Background: an optimization exercise with open tools, aiming at small area. Do not read the settings as production practice.
RTL that was checked went through simulation tests only; none was proved equivalent to the original.

==> 06-15: inputs <==
==> flow/design.v <==
`timescale 1ns / 1ps
module board(
    input clk,
    input rst,
    input [11:0] passSW,
    input T1btn,
    input T0btn,
    input Cbtn,
    output bnkLED,
    output t1LED,
    output t0LED,
    input counterSW,
    input bankSW,
    input chPASS,
    output a,
    output b,
    output c,
    output d,
    output e,
    output f,
    output g,
    output an0,
    output an1,
    output an2,
    output an3,
    output Wait
    );
  reg n0, n1, nc, T0btn_c, T1btn_c, Cbtn_c;
  reg s0, s1, sc, p0, p1, pc;
  always @(posedge clk or posedge rst)
    if (rst) begin
      n0 <= 1'b0; n1 <= 1'b0; nc <= 1'b0;
    end else begin
      n0 <= T0btn; n1 <= T1btn; nc <= Cbtn;
    end
  always @(posedge clk) begin
    s0 <= n0; s1 <= n1; sc <= nc;
    p0 <= s0; p1 <= s1; pc <= sc;
    T0btn_c <= s0 & ~p0; T1btn_c <= s1 & ~p1; Cbtn_c <= sc & ~pc;
  end
  reg bankLed, T0led, T1led, WaitR, waitswho;
  reg [11:0] passT0n, passT1n;
  wire [11:0] passT0 = ~passT0n, passT1 = ~passT1n;
  reg [7:0] C, O, totalCus;
  reg last1, trig;
  assign bnkLED = bankLed;
  assign t0LED = T0led;
  assign t1LED = T1led;
  assign Wait = WaitR;
  wire [2:0] operation = {bankSW, counterSW, chPASS};
  wire anyWaiting = (totalCus != C);
  wire readyForClose = (~(T1led | T0led) & ~anyWaiting) | ~bankLed;
  wire notRdyCls = ~readyForClose & bankSW;
  wire eq0 = (passSW == passT0);
  wire eq1 = (passSW == passT1);
  wire callEn = (operation == 3'b000) & anyWaiting;
  wire call0 = callEn & T0btn_c & T0led;
  wire call1 = callEn & ~(T0btn_c & T0led) & T1btn_c & T1led;
  wire callAny = call0 | call1;
  wire swap = call1 ? ~last1 : last1;    
  always @(posedge clk or posedge rst)
    if (rst) C <= 8'd0;
    else C <= C + {7'd0, callAny};
  always @(posedge clk)
    if (rst | (callAny & swap)) O <= C;
  always @(posedge clk or posedge rst)
    if (rst) last1 <= 1'b0;
    else if (callAny) last1 <= call1;
  always @(posedge clk or posedge rst)
    if (rst) begin
      bankLed <= 1'b0;
      T0led <= 1'b0;
      T1led <= 1'b0;
      WaitR <= 1'b0;
    end else
      case (operation)
        3'b100:
          if (readyForClose) begin
            if (WaitR) begin
              if (waitswho ? (eq1 & T1btn_c) : (eq0 & T0btn_c)) begin
                bankLed <= ~bankLed;
                WaitR <= 1'b0;
              end
            end else if ((eq0 & T0btn_c) | (eq1 & T1btn_c)) WaitR <= 1'b1;
          end
        3'b010:
          if (eq0 & T0btn_c) T0led <= ~T0led;
          else if (eq1 & T1btn_c) T1led <= ~T1led;
        3'b001:
          if (WaitR) begin
          end else if ((eq0 & T0btn_c) | (eq1 & T1btn_c)) WaitR <= 1'b1;
        default: WaitR <= 1'b0;
      endcase
  wire chWait = (operation == 3'b001) & WaitR;
  wire [11:0] passInN = ~(passSW & {12{~rst}});
  always @(posedge clk) begin
    if (rst | (chWait & ~waitswho & T0btn_c)) passT0n <= passInN;
    if (rst | (chWait & waitswho & T1btn_c)) passT1n <= passInN;
  end
  always @(posedge clk)
    if (~WaitR) begin
      if (operation == 3'b100 & readyForClose) begin
        if (eq0 & T0btn_c) waitswho <= 1'b1;
        else if (eq1 & T1btn_c) waitswho <= 1'b0;
      end else if (operation == 3'b001) begin
        if (eq0 & T0btn_c) waitswho <= 1'b0;
        else if (eq1 & T1btn_c) waitswho <= 1'b1;
      end
    end
  always @(posedge clk) begin
    totalCus <= bankLed ? totalCus + {7'd0, Cbtn_c} : 8'd0;
    trig <= bankLed & Cbtn_c;
  end
  wire queueActive, blinkOff;
  queueTimer qt(.clk(clk), .rst(rst), .trig(trig), .queueActive(queueActive), .blinkOff(blinkOff));
  ssdDrive disp(.clk(clk), .rst(rst), .bankLed(bankLed), .blinkOff(blinkOff),
    .queueActive(queueActive), .notRdyCls(notRdyCls), .totalCus(totalCus),
    .C(C), .O(O), .last1(last1),
    .a(a), .b(b), .c(c), .d(d), .e(e), .f(f), .g(g),
    .an0(an0), .an1(an1), .an2(an2), .an3(an3));
endmodule
module queueTimer(clk, rst, trig, queueActive, blinkOff);
  parameter [14:0] S1 = 15'h5003, Z = 15'h2801;    
  parameter [14:0] SQ = 15'h0010;                  
  parameter [14:0] SE3 = 15'h0002, SE4 = 15'h0001;  
  input clk, rst, trig;
  output queueActive, blinkOff;
  reg [14:0] B;
  reg [1:0] P, st;
  reg L, cR, qR;
  assign queueActive = cR;
  assign blinkOff = st[0];
  wire bQ = (B == SQ);
  wire qsig = qR & bQ;                                           
  wire csig = cR & (P == 2'd3) & (L ? (B == SE4) : (B == SE3));   
  wire cont = cR | (qR & (st != 2'd2));      
  always @(posedge clk or posedge rst)
    if (rst) begin
      st <= 2'd0;
      cR <= 1'b0;
      qR <= 1'b0;
    end else begin
      st <= (st == 2'd3) ? 2'd0 : st + {1'b0, qsig};
      if (csig) cR <= 1'b0;
      else if (trig) cR <= 1'b1;
      if (qsig) qR <= (st != 2'd2);
      else if (trig) qR <= 1'b1;
    end
  always @(posedge clk) begin
    if (trig) begin
      B <= qsig ? Z : S1;
      P <= 2'd0;
      L <= qsig;
    end else if (bQ) begin
      B <= cont ? Z : 15'd0;
      P <= P + 2'd1;
    end else if (csig) begin
      B <= 15'd0;
    end else begin
      B <= {B[13:0], B[14] ^ B[13]};
    end
  end
endmodule
module ssdDrive(clk, rst, bankLed, blinkOff, queueActive, notRdyCls, totalCus,
  C, O, last1, a, b, c, d, e, f, g, an0, an1, an2, an3);
  input clk, rst, bankLed, blinkOff, queueActive, notRdyCls, last1;
  input [7:0] totalCus, C, O;
  output a, b, c, d, e, f, g, an0, an1, an2, an3;
  localparam BL = 5'b10001, LL = 5'b10000, RR = 5'b11010;
  reg [4:0] k;
  reg [3:0] anr;     
  wire [3:0] h = ~anr;   
  reg [4:0] code;
  wire adv = (k == 5'd29);
  wire [3:0] hn = {h[2], h[1], h[0], ~(h[0] | h[1] | h[2])};
  wire [3:0] S = rst ? 4'd0 : (adv ? hn : h);    
  wire lo = S[0] | S[2];
  wire right = S[0] | S[1];
  wire [3:0] tN = lo ? totalCus[3:0] : totalCus[7:4];
  wire [3:0] cN = lo ? C[3:0] : C[7:4];
  wire [3:0] oN = lo ? O[3:0] : O[7:4];
  wire useO = ~right ^ last1;
  wire showTot = right & (queueActive | notRdyCls);
  wire subC = right & ~queueActive & notRdyCls;
  wire bin = subC & ~lo & (totalCus[3:0] < C[3:0]);
  wire [3:0] p1 = showTot ? tN : (useO ? oN : cN);
  wire [3:0] p2 = subC ? cN : 4'd0;
  wire [3:0] numv = p1 - p2 - {3'd0, bin};
  wire [4:0] num = {1'b0, numv};
  reg [4:0] sel;
  always @(*) begin
    if (S == 4'd0) sel = BL;
    else if (!bankLed) sel = S[0] ? 5'd13 : S[1] ? 5'd5 : S[2] ? LL : 5'd12;
    else if (blinkOff) sel = BL;
    else if (queueActive) sel = right ? num : BL;
    else if (notRdyCls) sel = right ? num : S[2] ? 5'd12 : RR;
    else sel = num;
  end
  always @(posedge clk) begin
    k <= rst ? 5'd16 : (adv ? 5'd1 : {k[3:0], k[4] ^ k[2]});
    anr <= ~S;
    code <= sel;
  end
  assign {an3, an2, an1, an0} = anr;
  localparam [111:0] HEX = 112'b0111000011000010000100110001110000000010000000100000000000011110100000010010010011000000110001001010011110000001;
  wire [6:0] hx = HEX[code[3:0]*7 +: 7];
  wire [6:0] seg = hx | {{3{code[4]}}, 2'b00, code[4] & code[3], 1'b0};
  assign {g, f, e, d, c, b, a} = seg;
endmodule
==> flow/flow/run.sh <==
#!/bin/bash
# Layout flow: the standard synthesis, then the combinational logic is
# re-mapped for area (registers kept as they are), then the standard ORFS
# layout with small port buffers and a clock tree without dummy loads.
set -euo pipefail
W=$(pwd)
F=$W/flow
R=$W/orfs/results/$FLOW_PLATFORM/board/base
L=$W/orfs/logs/$FLOW_PLATFORM/board/base

# 1. standard synthesis
bash standard.sh synth > $W/1_standard_synth.log 2>&1

# 2. area re-mapping of the combinational logic
cp $R/1_2_yosys.v $W/1_2_yosys_standard.v
DU=$(grep -o -- "-dont_use [A-Za-z0-9_]*" $L/1_2_yosys.log | awk '{print $2}' | sort -u | tr '\n' ' ')
REMAP_IN=$W/1_2_yosys_standard.v REMAP_OUT=$W/1_2_yosys_remap.v \
REMAP_LIB=$FLOW_HOME/platforms/$FLOW_PLATFORM/lib/sky130_fd_sc_hd__tt_025C_1v80.lib \
REMAP_ABC=$F/abc REMAP_DONTUSE="$DU" \
  yosys -c $F/remap.tcl > $W/2_remap.log 2>&1
cp $W/1_2_yosys_remap.v $R/1_2_yosys.v
rm -f $R/1_synth.odb $R/1_synth.sdc
bash standard.sh synth > $W/3_synth_odb.log 2>&1

# 3. the rest of the standard layout
export BUFFER_PORTS_ARGS="-buffer_cell sky130_fd_sc_hd__buf_1"
export CTS_ARGS="-sink_clustering_enable -repair_clock_nets -dont_use_dummy_load -buf_list sky130_fd_sc_hd__clkbuf_8 -sink_clustering_size 30 -sink_clustering_max_diameter 100"
bash standard.sh > $W/4_standard_layout.log 2>&1
==> flow/flow/abc/b1.abc <==
strash
dch
amap
topo
==> flow/flow/abc/c2.abc <==
strash
balance
rewrite
refactor
balance
rewrite -z
refactor -z
rewrite -z
balance
dch
amap
topo
==> flow/flow/abc/c6.abc <==
strash
dc2
dch
amap
topo
==> flow/flow/abc/c8.abc <==
strash
dch
amap -F 2 -A 50
topo
==> flow/flow/abc/d0.abc <==
strash
balance
rewrite
refactor
balance
rewrite -z
refactor -z
rewrite -z
balance
dch
amap
topo
==> flow/flow/abc/d5.abc <==
strash
dc2
dc2
dch
amap
topo
==> flow/flow/abc/e1.abc <==
strash
dch
amap
topo
==> flow/flow/abc/e2.abc <==
strash
dc2
dch
amap
topo
==> flow/flow/abc/e3.abc <==
strash
balance
rewrite
refactor
balance
rewrite -z
refactor -z
rewrite -z
balance
dch
amap
strash
dch
amap
topo
==> flow/flow/abc/e6.abc <==
strash
if -K 6
mfs2
strash
dch
amap
topo
==> flow/flow/abc/e7.abc <==
strash
renode
strash
dch
amap
topo
==> flow/flow/abc/f2.abc <==
strash
balance -l
rewrite -l
refactor -l
balance -l
rewrite -z -l
refactor -z -l
rewrite -z -l
balance -l
dch
amap
topo
==> flow/flow/abc/f4.abc <==
strash
dc2 -l
dch
amap
topo
==> flow/flow/abc/f5.abc <==
strash
irw
irws
dch
amap
topo
==> flow/flow/abc/f6.abc <==
strash
balance
rewrite
refactor
balance
rewrite -z
refactor -z
rewrite -z
balance
refactor -z -N 15
dch
amap
topo
==> flow/flow/abc/f7.abc <==
strash
multi -m
sop
fx
strash
dch
amap
topo
==> flow/flow/remap.tcl <==
# Re-map the combinational logic of the standard synthesis netlist for area:
# several ABC scripts, two rounds, keep the smallest result. Registers (and tie
# cells) stay the same instances, with the same names and cells.
# env: REMAP_IN, REMAP_OUT, REMAP_LIB, REMAP_ABC (folder of *.abc), REMAP_DONTUSE
yosys -import
set lib $::env(REMAP_LIB)
set top $::env(FLOW_TOP)
set du {}
foreach c $::env(REMAP_DONTUSE) { lappend du -dont_use $c }

# read a netlist with the library cells as logic, registers and ties kept as cells
proc load_netlist {file} {
  global lib top
  design -reset
  read_liberty -ignore_miss_func $lib
  read_verilog $file
  hierarchy -top $top
  foreach m [split [string trim [tee -q -s result.string select -list-mod sky130_fd_sc_hd__*]] "\n"] {
    if {[regexp {__(df|edf|sdf|sedf|dl|conb)} $m]} {
      setattr -mod -set keep_hierarchy 1 $m
    }
  }
  flatten
  opt_clean -purge
}
proc top_area {} {
  global lib top
  set s [tee -q -s result.string stat -liberty $lib]
  regexp "Chip area for module '\\\\$top': (\[0-9.\]+)" $s -> a
  return $a
}
proc write_netlist {file} {
  global top
  design -push-copy
  foreach m [split [string trim [tee -q -s result.string select -list-mod sky130_fd_sc_hd__*]] "\n"] {
    delete $m
  }
  write_verilog -noattr -noexpr -nohex -nodec $file
  design -pop
}

set best 1e30
set scripts [lsort [glob $::env(REMAP_ABC)/*.abc]]
set cur $::env(REMAP_IN)
for {set round 1} {$round <= 3} {incr round} {
  set improved 0
  foreach sc $scripts {
    load_netlist $cur
    abc -liberty $lib {*}$du -script $sc
    opt_clean -purge
    set a [top_area]
    puts "REMAP round $round [file tail $sc] area $a"
    if {$a < $best - 0.001} {
      set best $a
      set improved 1
      write_netlist $::env(REMAP_OUT).best.v
    }
  }
  set cur $::env(REMAP_OUT).best.v
  if {!$improved} break
}
puts "REMAP best area $best"
design -reset
read_liberty -lib $lib
read_verilog $cur
hierarchy -top $top
hilomap -singleton -hicell sky130_fd_sc_hd__conb_1 HI -locell sky130_fd_sc_hd__conb_1 LO
opt_clean -purge
tee -o $::env(REMAP_OUT).stat stat -liberty $lib
write_verilog -noattr -noexpr -nohex -nodec $::env(REMAP_OUT)
==> flow/standard.sh <==
#!/bin/bash
# synth_recipe.tcl (not shown) runs the flow's synth.tcl, then flattens the netlist and writes it again
# the make line also repeats each setting of config.mk as NAME=value (left out here)
make -C /OpenROAD-flow-scripts/flow DESIGN_CONFIG=/design/flow/config.mk WORK_HOME=/design/flow/orfs CLKGATE_MAP_FILE= SYNTH_SCRIPT=/design/flow/synth_recipe.tcl "${@:-finish}"
==> flow/config.mk <==
export PLATFORM = sky130hd
export DESIGN_NAME = board
export DESIGN_NICKNAME = board
export VERILOG_FILES = /design/flow/design.v
export SDC_FILE = /design/flow/constraint.sdc
export NUM_CORES = 4
export LEC_CHECK = 0
export ABC_AREA = 1
export CAP_MARGIN = 20
export CORE_MARGIN = 2
export CORE_UTILIZATION = 80
export SLEW_MARGIN = 20
==> flow/constraint.sdc <==
create_clock -name core_clock -period 10.0 [get_ports {clk}]
set_input_delay 2.0000 -clock core_clock [delete_from_list [all_inputs] [get_ports {clk}]]
set_output_delay 2.0000 -clock core_clock [all_outputs]
set_load 0.01 [all_outputs]
==> 03-10: changes against 06-15 <==
--- a/flow/design.v
+++ b/flow/design.v
@@ -32,4 +32,6 @@
       n0 <= 1'b0; n1 <= 1'b0; nc <= 1'b0;
+      T0btn_c <= 1'b0; T1btn_c <= 1'b0; Cbtn_c <= 1'b0;
     end else begin
       n0 <= T0btn; n1 <= T1btn; nc <= Cbtn;
+      T0btn_c <= s0 & ~p0; T1btn_c <= s1 & ~p1; Cbtn_c <= sc & ~pc;
     end
@@ -38,7 +40,5 @@
     p0 <= s0; p1 <= s1; pc <= sc;
-    T0btn_c <= s0 & ~p0; T1btn_c <= s1 & ~p1; Cbtn_c <= sc & ~pc;
   end
   reg bankLed, T0led, T1led, WaitR, waitswho;
-  reg [11:0] passT0n, passT1n;
-  wire [11:0] passT0 = ~passT0n, passT1 = ~passT1n;
+  reg [11:0] passT0, passT1;
   reg [7:0] C, O, totalCus;
@@ -94,6 +94,6 @@
   wire chWait = (operation == 3'b001) & WaitR;
-  wire [11:0] passInN = ~(passSW & {12{~rst}});
-  always @(posedge clk) begin
-    if (rst | (chWait & ~waitswho & T0btn_c)) passT0n <= passInN;
-    if (rst | (chWait & waitswho & T1btn_c)) passT1n <= passInN;
+  wire [11:0] passIn = passSW & {12{~rst}};
+  always @(posedge clk) begin
+    if (rst | (chWait & ~waitswho & T0btn_c)) passT0 <= passIn;
+    if (rst | (chWait & waitswho & T1btn_c)) passT1 <= passIn;
   end
@@ -122,8 +122,10 @@
 module queueTimer(clk, rst, trig, queueActive, blinkOff);
-  parameter [14:0] S1 = 15'h5003, Z = 15'h2801;    
-  parameter [14:0] SQ = 15'h0010;                  
-  parameter [14:0] SE3 = 15'h0002, SE4 = 15'h0001;  
+  parameter Q = 25000;           
+  parameter W = 15;              
   input clk, rst, trig;
   output queueActive, blinkOff;
-  reg [14:0] B;
+  localparam [W-1:0] QM = Q;         
+  localparam [W-1:0] EM = Q - 4;     
+  localparam [W-1:0] EM1 = Q - 3;    
+  reg [W-1:0] B;
   reg [1:0] P, st;
@@ -132,6 +134,6 @@
   assign blinkOff = st[0];
-  wire bQ = (B == SQ);
-  wire qsig = qR & bQ;                                           
-  wire csig = cR & (P == 2'd3) & (L ? (B == SE4) : (B == SE3));   
-  wire cont = cR | (qR & (st != 2'd2));      
+  wire bQ = ((B & QM) == QM);
+  wire qsig = qR & bQ;                                              
+  wire csig = cR & (P == 2'd3) & ((B & EM) == EM) & (B[0] | L);     
+  wire run = qR | cR;
   always @(posedge clk or posedge rst)
@@ -150,12 +152,10 @@
     if (trig) begin
-      B <= qsig ? Z : S1;
+      B <= {{(W-1){1'b0}}, ~qsig};
       P <= 2'd0;
       L <= qsig;
-    end else if (bQ) begin
-      B <= cont ? Z : 15'd0;
+    end else if (bQ | csig) begin
+      B <= {W{1'b0}};
       P <= P + 2'd1;
-    end else if (csig) begin
-      B <= 15'd0;
     end else begin
-      B <= {B[13:0], B[14] ^ B[13]};
+      B <= B + {{(W-1){1'b0}}, run};
     end
@@ -168,8 +168,7 @@
   output a, b, c, d, e, f, g, an0, an1, an2, an3;
-  localparam BL = 5'b10001, LL = 5'b10000, RR = 5'b11010;
+  localparam BL = 5'b11111, LL = 5'b10001, RR = 5'b11010;
   reg [4:0] k;
-  reg [3:0] anr;     
-  wire [3:0] h = ~anr;   
+  reg [3:0] h;       
   reg [4:0] code;
-  wire adv = (k == 5'd29);
+  wire adv = k[4] & k[3] & ~k[0];
   wire [3:0] hn = {h[2], h[1], h[0], ~(h[0] | h[1] | h[2])};
@@ -199,10 +198,10 @@
   always @(posedge clk) begin
-    k <= rst ? 5'd16 : (adv ? 5'd1 : {k[3:0], k[4] ^ k[2]});
-    anr <= ~S;
+    k <= rst ? 5'd31 : (adv ? 5'd0 : k + 5'd1);
+    h <= S;
     code <= sel;
   end
-  assign {an3, an2, an1, an0} = anr;
+  assign {an3, an2, an1, an0} = ~h;
   localparam [111:0] HEX = 112'b0111000011000010000100110001110000000010000000100000000000011110100000010010010011000000110001001010011110000001;
   wire [6:0] hx = HEX[code[3:0]*7 +: 7];
-  wire [6:0] seg = hx | {{3{code[4]}}, 2'b00, code[4] & code[3], 1'b0};
+  wire [6:0] seg = code[4] ? {3'b111, code[3:0]} : hx;
   assign {g, f, e, d, c, b, a} = seg;
Settings changed: CORE_UTILIZATION 80 to 60.
removed: flow/flow/abc/b1.abc
removed: flow/flow/abc/c2.abc
removed: flow/flow/abc/c6.abc
removed: flow/flow/abc/c8.abc
removed: flow/flow/abc/f2.abc
removed: flow/flow/abc/f4.abc
removed: flow/flow/abc/f5.abc
removed: flow/flow/abc/f6.abc
removed: flow/flow/abc/f7.abc
==> notes <==
03-10 produced a clean layout. 06-15 completed without violations. In 06-15 the synthesized cell count is smaller than in 03-10, by 8.6%. Against 03-10, the global-route usage of 06-15 is higher by 17 points. In 06-15 the via count is larger than in 03-10, by 7.4%. Clock-buffer cell count is the same in 06-15 and 03-10.
No functional check of the RTL was part of 03-10.

==> what the ideal ports hide <==
No port has a modelled driver above. Below, the same layouts with a new extraction and two added sets of constraints.
Step 1: set_driving_cell puts a clkbuf_16 on clk and a buf_2 on each other input, an assumption about the parent block.
Step 2, shift: input delay + t, output delay - t, t = (earliest + latest rising clock arrival at the registers) / 2. This alone moves slack from input paths to output paths.
Slacks: ideal ports / drivers / drivers and shift; pairs: ideal ports / drivers.
run | shift t [ns] | setup WS [ns] | worst register clock-pin slew, ns | worst slew at a driven data input, ns | pins driven straight from the clock port
06-15 | 0.391 | 4.219 / 4.227 / 3.836 | 0.10 / 0.10 | 0.05 | 1
03-10 | 0.382 | 4.089 / 4.101 / 3.720 | 0.09 / 0.09 | 0.03 | 1
After both steps setup and hold are still met in every run listed. For 06-15, which loses most, drivers alone change the setup slack by +0.008 ns; drivers and shift together by -0.383 ns.
